Background: an optimization exercise with open tools, aiming at small area and a short achievable clock period. Do not read the settings as production practice. Function was not checked in any run shown here: the RTL went through the layout flow alone. Power is estimated from default activity; no workload was simulated.

[design/flow/config.mk]
export PLATFORM = sky130hd
export DESIGN_NAME = fifo_ecc72
export DESIGN_NICKNAME = fifo_ecc72
export VERILOG_FILES = /design/flow/design.v
export SDC_FILE = /design/flow/constraint.sdc
export NUM_CORES = 4
export LEC_CHECK = 0
export ABC_CLOCK_PERIOD_IN_PS = 2800
export CAP_MARGIN = 20
export CORE_MARGIN = 2
export CORE_UTILIZATION = 40
export SETUP_SLACK_MARGIN = 4.2
export SLEW_MARGIN = 20
[design/flow/constraint.sdc]
create_clock -name core_clock -period 7.0 [get_ports {clk}]
set_input_delay 1.4000 -clock core_clock [delete_from_list [all_inputs] [get_ports {clk}]]
set_output_delay 1.4000 -clock core_clock [all_outputs]
set_load 0.01 [all_outputs]
[design/flow/design.v]
module fifo_ecc72 (
    input         clk,
    input         RST,
    input         WREN,
    input  [63:0] DIN,
    input   [7:0] DINP,
    output        FULL,
    output        PROGFULL,
    output [13:0] WRCOUNT,
    output        WRERR,
    output        WRRSTBUSY,
    input         RDEN,
    output [63:0] DOUT,
    output  [7:0] DOUTP,
    output        EMPTY,
    output        PROGEMPTY,
    output [13:0] RDCOUNT,
    output        RDERR,
    output        RDRSTBUSY,
    output        SBITERR,
    output        DBITERR
);
    function [73:0] ecc_dec(input [71:0] x);
        reg [63:0] d;
        reg  [7:0] dp;
        reg  [7:0] s;
        reg [71:0] h;
        integer    k;
        begin
            d  = x[63:0];
            dp = x[71:64];
            s[0] = dp[0] ^ ^(d & 64'b1010101_1010101010101010101010101010101_101010101010101_1010101_101_1);
            s[1] = dp[1] ^ ^(d & 64'b1100110_1100110011001100110011001100110_110011001100110_1100110_110_1);
            s[2] = dp[2] ^ ^(d & 64'b1111000_1111000011110000111100001111000_111100001111000_1111000_111_0);
            s[3] = dp[3] ^ ^(d & 64'b0000000_1111111100000000111111110000000_111111110000000_1111111_000_0);
            s[4] = dp[4] ^ ^(d & 64'b0000000_1111111111111111000000000000000_111111111111111_0000000_000_0);
            s[5] = dp[5] ^ ^(d & 64'b0000000_1111111111111111111111111111111_000000000000000_0000000_000_0);
            s[6] = dp[6] ^ ^(d & 64'b1111111_0000000000000000000000000000000_000000000000000_0000000_000_0);
            s[7] = ^x;
            h = { d[63:57], dp[6], d[56:26], dp[5], d[25:11], dp[4],
                  d[10:4], dp[3], d[3:1], dp[2], d[0], dp[1:0], dp[7] };
            for (k = 0; k < 72; k = k + 1)
                h[k] = h[k] ^ (s[7] & (s[6:0] == k));
            ecc_dec = { ~s[7] & (|s[6:0]), s[7],
                        h[0], h[64], h[32], h[16], h[8], h[4], h[2], h[1],
                        h[71:65], h[63:33], h[31:17], h[15:9], h[7:5], h[3] };
        end
    endfunction
    reg busy;
    always @(posedge clk) busy <= RST & ~busy;
    assign WRRSTBUSY = busy;
    assign RDRSTBUSY = busy;
    reg full, empty;
    wire w = WREN & ~full & ~busy;
    wire r = RDEN & ~empty & ~busy;
    reg  [5:0] wcnt;
    reg        w_d, r_d;
    wire [5:0] occ = wcnt + {5'd0, w_d} - {5'd0, r_d};
    wire       occ1  = (occ == 6'd1);
    wire       occ31 = (occ == 6'd31);
    wire       le1   = empty | occ1;
    reg pfull, pempty;
    always @(posedge clk) begin
        w_d    <= w;
        r_d    <= r;
        wcnt   <= busy ? 6'd0 : occ;
        pfull  <= ~busy & (occ >= 6'd24);
        pempty <= busy | (occ <= 6'd4);
        empty  <= busy | (r & ~w & occ1) | (empty & ~w);
        full   <= ~busy & ((w & ~r & occ31) | (full & ~r));
    end
    reg  [4:0] wp, rp;
    wire [4:0] wp_inc = (wp == 5'd30) ? 5'd0 : wp + 5'd1;
    wire [4:0] rp_inc = (rp == 5'd30) ? 5'd0 : rp + 5'd1;
    wire       rp_mv  = le1 ? (w & (empty | r)) : r;
    always @(posedge clk) begin
        wp <= busy ? 5'd0 : (w ? wp_inc : wp);
        rp <= busy ? 5'd0 : (rp_mv ? rp_inc : rp);
    end
    wire [71:0] din_w = { DINP, DIN };
    wire [71:0] mq [0:30];
    reg  [71:0] h_nxt;
    integer     j;
    genvar i;
    generate
        for (i = 0; i < 31; i = i + 1) begin : g_word
            reg [71:0] q;
            always @(posedge clk)
                if (w & (wp == i)) q <= din_w;
            assign mq[i] = q;
        end
    endgenerate
    always @* begin
        h_nxt = {72{le1}} & din_w;
        for (j = 0; j < 31; j = j + 1)
            h_nxt = h_nxt | ({72{~le1 & (rp == j)}} & mq[j]);
    end
    reg [71:0] H;
    wire       h_en = empty ? WREN : RDEN;
    always @(posedge clk)
        if (h_en) H <= h_nxt;
    reg [73:0] dout;
    always @(posedge clk)
        if (busy)   dout <= 74'd0;
        else if (r) dout <= ecc_dec(H);
    assign { DBITERR, SBITERR, DOUTP, DOUT } = dout;
    reg rderr, wrerr, rden_seen, rdv;
    always @(posedge clk) begin
        rderr     <= RDEN & (empty | busy);
        wrerr     <= WREN & (full | busy);
        rden_seen <= ~busy & (rden_seen | RDEN);
        rdv       <= rden_seen;
    end
    assign FULL      = full;
    assign EMPTY     = empty;
    assign PROGFULL  = pfull;
    assign PROGEMPTY = pempty;
    assign WRERR     = wrerr;
    assign RDERR     = rderr;
    assign WRCOUNT   = { 8'd0, wcnt };
    assign RDCOUNT   = { 8'd0, wcnt & {6{rdv}} };
endmodule
[design/flow/run.sh]
#!/bin/bash
# synth_recipe.tcl (not shown) runs the flow's synth.tcl, then flattens the netlist and writes it again
# the make line also repeats each setting of config.mk as NAME=value (left out here)
make -C /OpenROAD-flow-scripts/flow DESIGN_CONFIG=/design/flow/config.mk WORK_HOME=/design/flow/orfs CLKGATE_MAP_FILE= SYNTH_SCRIPT=/design/flow/synth_recipe.tcl finish
==> flow_results.org, run 1 <==
** Routing
- Vias :: 65090
- Detailed Route Iter0 Violations :: 13680
- Iteration count of the initial detailed-routing pass :: 9
- Detailed-route wire length per cell :: 40.89 um
- Drt drc :: 0
- The final layout contains routed wiring with a total length of 393200 um.
- Via count normalized by instance count :: 6.769
- Detail Route Antenna Nets :: 0

** Critical path
- Register-to-Register Path Depth :: 19
- The startpoint identified for the worst register-to-register timing path is w_d.
- The signal on the critical path passes through inv_2, ha_4, inv_4, ha_4, inv_2, fa_2, inv_2, a21oi_2, o21bai_2, xnor2_4, and4_4, buf_12, buf_16, buf_12, a31oi_4, buf_12, a221oi_1, nand2_1, or4_1.
- The worst register-to-register path has a setup slack of 2890 ps.
- Element type at the critical path start :: flop
- Along the worst path, the maximum fanout reaches 8.
- The endpoint identified for the worst register-to-register timing path is H[19].
- STA puts the critical path data arrival time at 4750 ps.
- The worst setup path is of the flop to flop kind.
- Crit path max-delay cell type :: sky130_fd_sc_hd__or4_1
- The largest single stage delay on the critical path is 490 ps.
- At the worst endpoint, the required time is 7650 ps.
- STA classifies the critical path endpoint as a flop.

** Power
- Clock group share of total power :: 0.199
- Total power for the finished layout comes to 63.88 mW.
- Switching portion of total power :: 0.4044
- Static Leakage :: 37.71 nW
- Summed over all nets, the switching power comes to 25.83 mW.
- Pint :: 38.05 mW
- The share of total power dissipated in sequential elements is 0.262.
- In this run the power density over the cells is 547.9 nW/um^2.
- Combinational group share of total power :: 0.540
- Peak VDD IR :: 3.147 mV

** Timing
- Across all hold checks on the routed design, the worst slack comes to 349.3 ps.
- In this run the tightest slew margin relative to its limit is 0.2312.
- Based on the critical path, the design can be clocked at up to 0.2434 GHz.
- Final number of setup-violating endpoints :: 0
- Unrepaired setup endpoints after global routing :: true
- Worst clock skew :: 48.32 ps
- Adding up every negative setup slack in the final design gives 0 ps.
- Share of the clock period used by the worst path after layout :: 0.5868
- Clock period minus final worst setup slack :: 4108 ps
- For the pin with the worst max-slew slack, the measured transition is 1152 ps.
- The count of final hold-check violations is 0.
- Number of max-slew violations in the final report :: 0

** Die
- Core ar. :: 227700 um^2
- Row count :: 175
- The die covers 233300 um^2.
- Effective utilization at floorplan :: 0.4030
- The die is 483.0 um tall.
- I/O pins :: 186
- From left edge to right edge, the die measures 483.0 um.

** Global routing
- Vias in the first global route :: 59800
- Total grt overflow :: 0
- Wire length of the first global-routing pass :: 521100 um
- Number of antenna violations at the first check in global routing :: 30
- Largest net degree at the start of global routing :: 89
- Total track usage :: 0.3288

** Yosys
- For this run, the register share of the synthesized area comes to 0.7759.
- Top cells by area in the synthesized netlist :: sky130_fd_sc_hd__edfxtp_1 (75%), sky130_fd_sc_hd__a22oi_1 (4.9%), sky130_fd_sc_hd__dfxtp_1 (2.2%)
- Register bit total from synthesis :: 2405
- The synthesized design contains 2304 enable-type register cells.
- Leading cell type by number of instances after synthesis :: sky130_fd_sc_hd__edfxtp_1
- Warning count from the yosys run :: 1
- Most used standard cells in the synthesized netlist :: sky130_fd_sc_hd__edfxtp_1 (2304), sky130_fd_sc_hd__a22oi_1 (602), sky130_fd_sc_hd__clkbuf_1 (280), sky130_fd_sc_hd__nand2_1 (273), sky130_fd_sc_hd__nor2_1 (216)
- Synth Flop Type :: sky130_fd_sc_hd__edfxtp_1
- Fraction of synthesis flops using an asynchronous set or reset pin :: 0
- A synthesized cell averages 16.51 um^2.
- Synthesized instance count :: 5560
- Count of distinct cell types in the synthesized netlist :: 87
- Of the post-synthesis cell area, the dominant cell type holds 0.7539.
- The synthesized netlist occupies a cell area of 91770 um^2.
- Library cell with the largest summed area after synthesis :: sky130_fd_sc_hd__edfxtp_1

** Clock network
- Hold repair after CTS inserted 0 buffers.
- Clock buffers created by TritonCTS :: 234
- CTS built an H-tree with a depth of 4.
- Clock tree from TritonCTS :: done
- Clock Latency Late Sink :: 920 ps
- Clock tree buffer depth :: 3
- In this run the clock root is driven by a sky130_fd_sc_hd__clkbuf_16.
- Clock-pin slew was measured on the worst setup and hold paths at 70 ps.
- Sink count of the clock tree :: 2405

** Placement
- Count of buffers inserted at the top-level ports :: 169
- Detailed-placement wirelength estimate :: 200400 um
- At the end of routability-driven placement, the weighted congestion stood at 0.8895.

** Job
- Max-cap violations in this run came to 0.

** Hold path
- The startpoint identified for the worst hold timing path is rden_seen.
- The path with the worst hold slack has its endpoint at rdv.
- The worst hold path belongs to the class flop to flop.
- Cell count of the worst hold path :: 0

** Finish
- Share of layout cells above drive strength 1 :: 0.2760
- Synthesis-to-finish area growth :: 27.03%
- NumNets Final :: 6478

** Outcome
- Outcome :: timing/DRC/antenna clean
state kept, by name, indices dropped and copies added, names as in the netlist, 5 cells and up:
name and flops:
H 72, wcnt 6, g_word.q 2232, wp 5
rp 5, dout 74
power by group through the flow:
stage | sequential [mW] | combinational (mW) | clock, mW
6_report | 16.7 | 34.5 | 12.7
5_1_grt | 16.7 | 34.8 | 13.2
4_1_cts | 16.7 | 28.7 | 12.6
3_5_place_dp | 17.4 | 13.8 | 0
3_3_place_gp | 17.4 | 13.7 | 0
2_1_floorplan | 17.0 | 10.6 | 0
cells in the final DEF, fill, tap and decap left out, types with 111 or more instances in the layout:
master / n
sky130_fd_sc_hd__a22o_1: 115
sky130_fd_sc_hd__nand3_1: 139
sky130_fd_sc_hd__edfxtp_1: 2304
sky130_fd_sc_hd__buf_12: 176
sky130_fd_sc_hd__nor2_1: 111
sky130_fd_sc_hd__buf_6: 115
sky130_fd_sc_hd__buf_4: 464
sky130_fd_sc_hd__clkbuf_16: 240
sky130_fd_sc_hd__a22oi_1: 548
sky130_fd_sc_hd__nand2_1: 260
sky130_fd_sc_hd__o22ai_1: 118
cells by family after synthesis:
family / Yosys count / synth area share
AOI/OAI and AO/OA: 1563 / 0.1269
other: 1 / 0.00004086
and+or+nand+nor: 897 / 0.04705
buffers and inverters: 435 / 0.01932
adders and majority gates: 17 / 0.002400
DFF: 2405 / 0.7759
xor gates and xnor gates: 199 / 0.02345
muxes: 43 / 0.004922
timing repair:
action	in CTS	in global routing
pin swaps	207	158
buffers inserted	405	75
resized for setup	1102	244
cloned	41	4
setup endpoints to repair	1959	568
stage by stage:
| step | util | worst slack (ps) | cell area [um^2] | cells |
|---|---|---|---|---|
| 6_report | 0.5120 | 2892 | 116600 | 9616 |
| 5_1_grt | 0.5118 | 2881 | 116500 | 9600 |
| 4_1_cts | 0.5036 | 3033 | 114700 | 9516 |
| 3_5_place_dp | 0.4361 | 1679 | 99300 | 8633 |
| 3_3_place_gp | 0.4360 | 1698 | 99280 | 8633 |
| 2_1_floorplan | - | 2907 | 92160 | 5575 |
worst max-delay path by stage:
| stage | depth (start not counted) | end | from | slack [ps] |
|---|---|---|---|---|
| after global routing | 19 | H[19] | w_d | 2880 |
| after CTS | 19 | H[23] | w_d | 3030 |
| after detailed placement | 17 | H[19] | w_d | 1680 |
| final | 19 | H[19] | w_d | 2890 |
| after global placement | 17 | H[10] | w_d | 1700 |
| after floorplan | 5 | g_word[0].q[0] | WREN | 2910 |
area by class of cell:
class,instances,area [um^2]
diodes,21,52.55
clock buffers,282,6078
clock inverters,155,1513
fillers,18310,111100
inverters,29,130.1
multi-input cells,2745,22690
flip-flops and latches,2405,71310
well taps,3009,3765
repair buffers,970,11040
critical path, delay by kind of cell (launching register included):
family          cells  cell delay (ps)
fa+ha+maj           3              680
xor+xnor            1              170
simple gates        3              890
buf+inv             8              920
flops               1              320
compound gates      4              820
per-layer routing:
metal / wire length, um / GRT usage / share of wire
met1: 135300 / 0.4253 / 0.34
met2: 161500 / 0.4591 / 0.41
met3: 67070 / 0.1377 / 0.17
met4: 28830 / 0.1958 / 0.073
met5: 515 / 0.008783 / 0.0013
==> inputs of run 2 (changes only) <==
==> design/flow/config.mk (replaced) <==
export PLATFORM = sky130hd
export DESIGN_NAME = fifo_ecc72
export DESIGN_NICKNAME = fifo_ecc72
export VERILOG_FILES = /design/flow/design.v
export SDC_FILE = /design/flow/constraint.sdc
export NUM_CORES = 4
export LEC_CHECK = 0
export ABC_CLOCK_PERIOD_IN_PS = 3500
export CAP_MARGIN = 20
export CORE_MARGIN = 2
export CORE_UTILIZATION = 40
export SETUP_SLACK_MARGIN = 3.5
export SLEW_MARGIN = 20
==> run 2 against run 1 <==
Compared with the run above:
- non-clock buffer count shrank 166
- fmax shrank 1.0%
- final cell count shrank 1.9%
- sequential power is essentially flat
- design area shrank 2.7%
==> flow_results.org, run 2 <==
** Outcome
- Outcome :: timing/DRC/antenna clean

** Routing
- Iteration count of the initial detailed-routing pass :: 11 (+2)
- Vias :: 63900 (-1.8%)
- Drt drc :: 0 (unchanged)
- The wire length reported by the detailed router came to 387100 um (-1.6%).
- Detail Route Antenna Nets :: 0 (unchanged)
- The routed wire length per instance is 41.06 um (+0.40%).
- The ratio of routed vias to standard cells was 6.777 (+0.12%).
- The first-iteration detailed-routing DRC count came to 12570 (-8.1%).

** Clock network
- The number of H-tree levels came to 4 (unchanged).
- Sink count of the clock tree :: 2405 (unchanged)
- Clock root cell :: sky130_fd_sc_hd__clkbuf_16
- Clock buffers created by TritonCTS :: 232 (-0.85%)
- The register clock-pin slew on the reported worst setup and hold paths came to 60 ps (about the same).
- Clock tree buffer depth :: 3 (unchanged)
- Count of hold buffers inserted by post-cts repair :: 0 (unchanged)
- Clock Latency Late Sink :: 930 ps (about the same)
- TritonCTS built the clock tree.

** Finish
- The largest registers in the layout are g_word.q x2232, dout x74, H x72.
- The count of nets after finishing is 6305 (-2.7%).
- Leaving out fill and tap cells, the most frequent cell in the layout is sky130_fd_sc_hd__edfxtp_1.
- Synthesis-to-finish area growth :: 23.57%
- Ranked by flip-flop count, first place goes to g_word.q.
- Register Area :: 71230 um^2 (-0.12%)
- Filler cell count in the final layout :: 18550 (+1.3%)
- Utilization of the core after routing :: 0.4980 (-0.01395)
- Highest-count cells in the layout ignoring fill and taps :: sky130_fd_sc_hd__edfxtp_1 (2304), sky130_fd_sc_hd__a22oi_1 (544), sky130_fd_sc_hd__buf_4 (372), sky130_fd_sc_hd__nand2_1 (263), sky130_fd_sc_hd__clkbuf_16 (239)
- Multi-input gate area in the final layout :: 21150 um^2 (-6.8%)
- Max reg flops :: 2232 (unchanged)
- Share of layout cells above drive strength 1 :: 0.2041 (-0.07191)
- The final standard cell count with taps included and fillers excluded is 9429 (-1.9%).

** Power
- The post-route total power came to 49.89 mW (-22%).
- The leakage power figure is 36.02 nW (-4.5%).
- The power per cell area is 439.9 nW/um^2 (-20%).
- The largest vdd supply drop is 1.725 mV (-45%).

** Yosys
- The gate count of the mapped netlist was 5560 (unchanged).
- The count of different cell masters after synthesis came to 87 (unchanged).
- Syn Area/Cell :: 16.51 um^2 (unchanged)
- The portion of synthesized cell area occupied by the leading cell type was 0.7539 (unchanged).
- The count of state elements after synthesis was 2405 (unchanged).
- Most used standard cells in the synthesized netlist :: sky130_fd_sc_hd__edfxtp_1 (2304), sky130_fd_sc_hd__a22oi_1 (602), sky130_fd_sc_hd__clkbuf_1 (280), sky130_fd_sc_hd__nand2_1 (273), sky130_fd_sc_hd__nor2_1 (216)
- Fraction of synthesis flops using an asynchronous set or reset pin :: 0 (unchanged)
- Proportion of synthesized chip area in sequential cells :: 0.7759 (unchanged)
- The number of enable-type register cells in the synthesized netlist was 2304 (unchanged).
- Yosys instantiated no cell more often than sky130_fd_sc_hd__edfxtp_1.
- In the post-synthesis netlist, the biggest area contributors are sky130_fd_sc_hd__edfxtp_1 (75%), sky130_fd_sc_hd__a22oi_1 (4.9%), sky130_fd_sc_hd__dfxtp_1 (2.2%).
- Post-Syn Area :: 91770 um^2 (unchanged)
- Summed over all instances, the cell type with the most area after synthesis is sky130_fd_sc_hd__edfxtp_1.
- The yosys synthesis warning count is 1 (unchanged).
- Synth Flop Type :: sky130_fd_sc_hd__edfxtp_1

** Placement
- The final RePlAce weighted congestion was 0.9159 (+3.0%).
- The pre-CTS worst setup slack was 1785 ps (+106.1 ps).
- The number of placed instances with taps included was 8635 (+0.023%).
- The post-detailed-placement half-perimeter wirelength is 205100 um (+2.4%).
- The number of buffer cells added on primary ports came to 169 (unchanged).

** Critical path
- Worst-path maximum fanout :: 24 (+16)
- STA classifies the critical path startpoint as a flop.
- Worst Path Class, Setup :: flop to flop
- The arrival time at the worst endpoint is 4930 ps (+180 ps).
- WP data required :: 7780 ps (+130 ps)
- End of the worst register-to-register path :: H[32]
- Register-to-Register Path Depth :: 10 (-9)
- The slack of the worst reg-to-reg path was 2850 ps (-40 ps).
- Worst setup path startpoint :: rp[1]
- The worst register-to-register path begins at rp[1].
- The worst setup path is captured at a flop.

** Hold path
- Cell count of the worst hold path :: 0 (unchanged)
- The worst hold path terminates at rdv.
- The worst hold path belongs to the class flop to flop.
- In this run the most critical hold path is launched from rden_seen.

** Timing
- Final number of setup-violating endpoints :: 0 (unchanged)
- Unrepaired setup endpoints after global routing :: true
- The minimum period implied by the final worst setup slack was 4150 ps (+42.43 ps).
- The actual slew at the worst max-slew pin is 1234 ps (+81.97 ps).
- The number of slew-limit violations in the final report was 0 (unchanged).
- Headroom to the max-slew limit :: 0.1705 (-0.06067)
- The final setup skew was 63.48 ps (+15.16 ps).
- Share of the clock period used by the worst path after layout :: 0.5929 (+0.006061)
- The final worst-path setup slack came to 2850 ps (-42.43 ps).
- The top achievable clock speed was 0.2409 GHz (-1.0%).
- The count of final hold-check violations came to 0 (unchanged).
- The setup total negative slack was 0 ps (unchanged).

** Global routing
- Total grt overflow :: 0 (unchanged)
- Wire length of the first global-routing pass :: 510900 um (-2.0%)
- The via count of the first global-routing pass is 58520 (-2.1%).
- The pin count of the biggest net entering global routing came to 74 (-17%).
- The initial antenna violation count was 21 (-30%).
- Total track usage :: 0.3225 (-0.006308)

** Die
- The number of ports placed on the die boundary was 186 (unchanged).
- Row count :: 175 (unchanged)
- The vertical extent of the die is 483.0 um (unchanged).
- The die area is 233300 um^2 (unchanged).
- Die Width :: 483.0 um (unchanged)
- The core box area was 227700 um^2 (unchanged).
- Effective utilization at floorplan :: 0.4030 (unchanged)

** Job
- MaxCap Viol Count :: 0 (unchanged)
==> run 2: changes by cell type in the layout (fill, tap and decap cells not counted), moves of 31 or more <==
cell                              delta
sky130_fd_sc_hd__clkdlybuf4s50_1    +96
sky130_fd_sc_hd__buf_4              -92
sky130_fd_sc_hd__nor2_1             +71
sky130_fd_sc_hd__buf_2              -70
sky130_fd_sc_hd__nor2_4             -67
sky130_fd_sc_hd__xnor2_1            +66
sky130_fd_sc_hd__xnor2_2            -63
sky130_fd_sc_hd__buf_6              -58
sky130_fd_sc_hd__dfxtp_1            +57
sky130_fd_sc_hd__dfxtp_2            -52
sky130_fd_sc_hd__buf_12             -36
sky130_fd_sc_hd__o21ai_1            -36
sky130_fd_sc_hd__o21ai_0            +31
==> run 2: layout make-up <==
type	instances	share of cell area
inverters	29	0.001081
clock inverters	148	0.01391
diodes	22	0.0004855
clock buffers	272	0.05270
repair buffers	804	0.08404
flip-flops and latches	2405	0.6281
multi-input cells	2740	0.1865
well taps	3009	0.03320
==> run 2: how the worst max path moves through the flow <==
stage | to
finish | H[32]
floorplan | g_word[18].q[0]
detailed placement | H[32]
CTS | H[48]
global route | H[25]
global placement | H[32]
==> run 2: report_power, final <==
part	switching, mW	internal (mW)
Combinational	12.7	7.53
Sequential	0.635	16.3
Clock	5.66	7.01
Total	19.0	30.8
==> run 2: timing repair <==
item | CTS | global route
gates resized for setup | 360 | 140
pin swaps | 142 | 116
cloned | 38 | 6
buffers inserted | 220 | 88
endpoints found under the setup margin | 354 | 329
==> run 2: kinds of logic (layout without fill, tap and decap cells) <==
logic type / count (synthesis) / in the layout / synth area share
AO/OA/AOI/OAI: 1563 / 1565 / 0.1269
multiplexers: 43 / 43 / 0.004922
other: 1 / 38 / 0.00004086
XOR/XNOR: 199 / 199 / 0.02345
flip-flops: 2405 / 2405 / 0.7759
buffers and inverters: 435 / 1253 / 0.01932
AND/OR/NAND/NOR: 897 / 900 / 0.04705
adder cells (fa/ha/maj): 17 / 17 / 0.002400
==> run 2: routing by layer <==
metal | track usage | part of all wire | vias to the layer above
met3 | 0.1312 | 0.17 | 1460
met1 | 0.4134 | 0.34 | 32020
met5 | 0.005923 | 0.0011 | -
met4 | 0.1992 | 0.075 | 16
met2 | 0.4545 | 0.41 | 6293
li1 | - | - | 24110
==> run 2: metrics by stage <==
step | cell area, um^2 | hold slack, ps
after global routing | 113400 | 353.9
after global placement | 99200 | 337.1
final | 113400 | 348.9
after detailed placement | 99250 | 336.6
after floorplan | 92080 | 331.7
after CTS | 111500 | 349.1
==> run 2: worst max-delay path, stage by stage, from the launching register on <==
cell and delay, ps:
sky130_fd_sc_hd__dfxtp_2 380, sky130_fd_sc_hd__inv_1 160, sky130_fd_sc_hd__ha_4 600, sky130_fd_sc_hd__clkinvlp_4 490, sky130_fd_sc_hd__nor3_2 290, sky130_fd_sc_hd__buf_4 710, sky130_fd_sc_hd__a32oi_1 110, sky130_fd_sc_hd__o2111ai_1 880
sky130_fd_sc_hd__nand2_1 120, sky130_fd_sc_hd__nand3_1 120, sky130_fd_sc_hd__or4_1 100

-- what the ideal ports hide --
How much do the figures lean on ideal ports? The routed layouts below were timed once more, with nothing changed but the port constraints.
Step 1 sets driving cells, clkbuf_16 on the clock port and buf_2 on the other inputs (assumed; they add their load-dependent delay and slew).
Step 2 adds t to the input delays and takes it off the output delays; t is the mean of the earliest and latest rising clock arrival at the registers after step 1. Input paths then give back, and output paths get back, about the clock's delay inside the block.
a / b / c = ideal ports / drivers / drivers and shift; a / b = the first two.
| run | t, ns | setup WS [ns] | worst hold slack (ns) | worst data-port slew with drivers (ns) |
|---|---|---|---|---|
| run 1 | 0.992 | 2.892 / 2.892 / 2.892 | 0.349 / 0.349 / 0.349 | 0.11 |
| run 2 | 0.995 | 2.850 / 2.850 / 2.529 | 0.349 / 0.349 / 0.349 | 0.10 |
After both steps setup and hold are still met in every run listed. The setup slack of run 2, which loses most, moves by 0.000 ns with the drivers and by -0.321 ns with both steps.
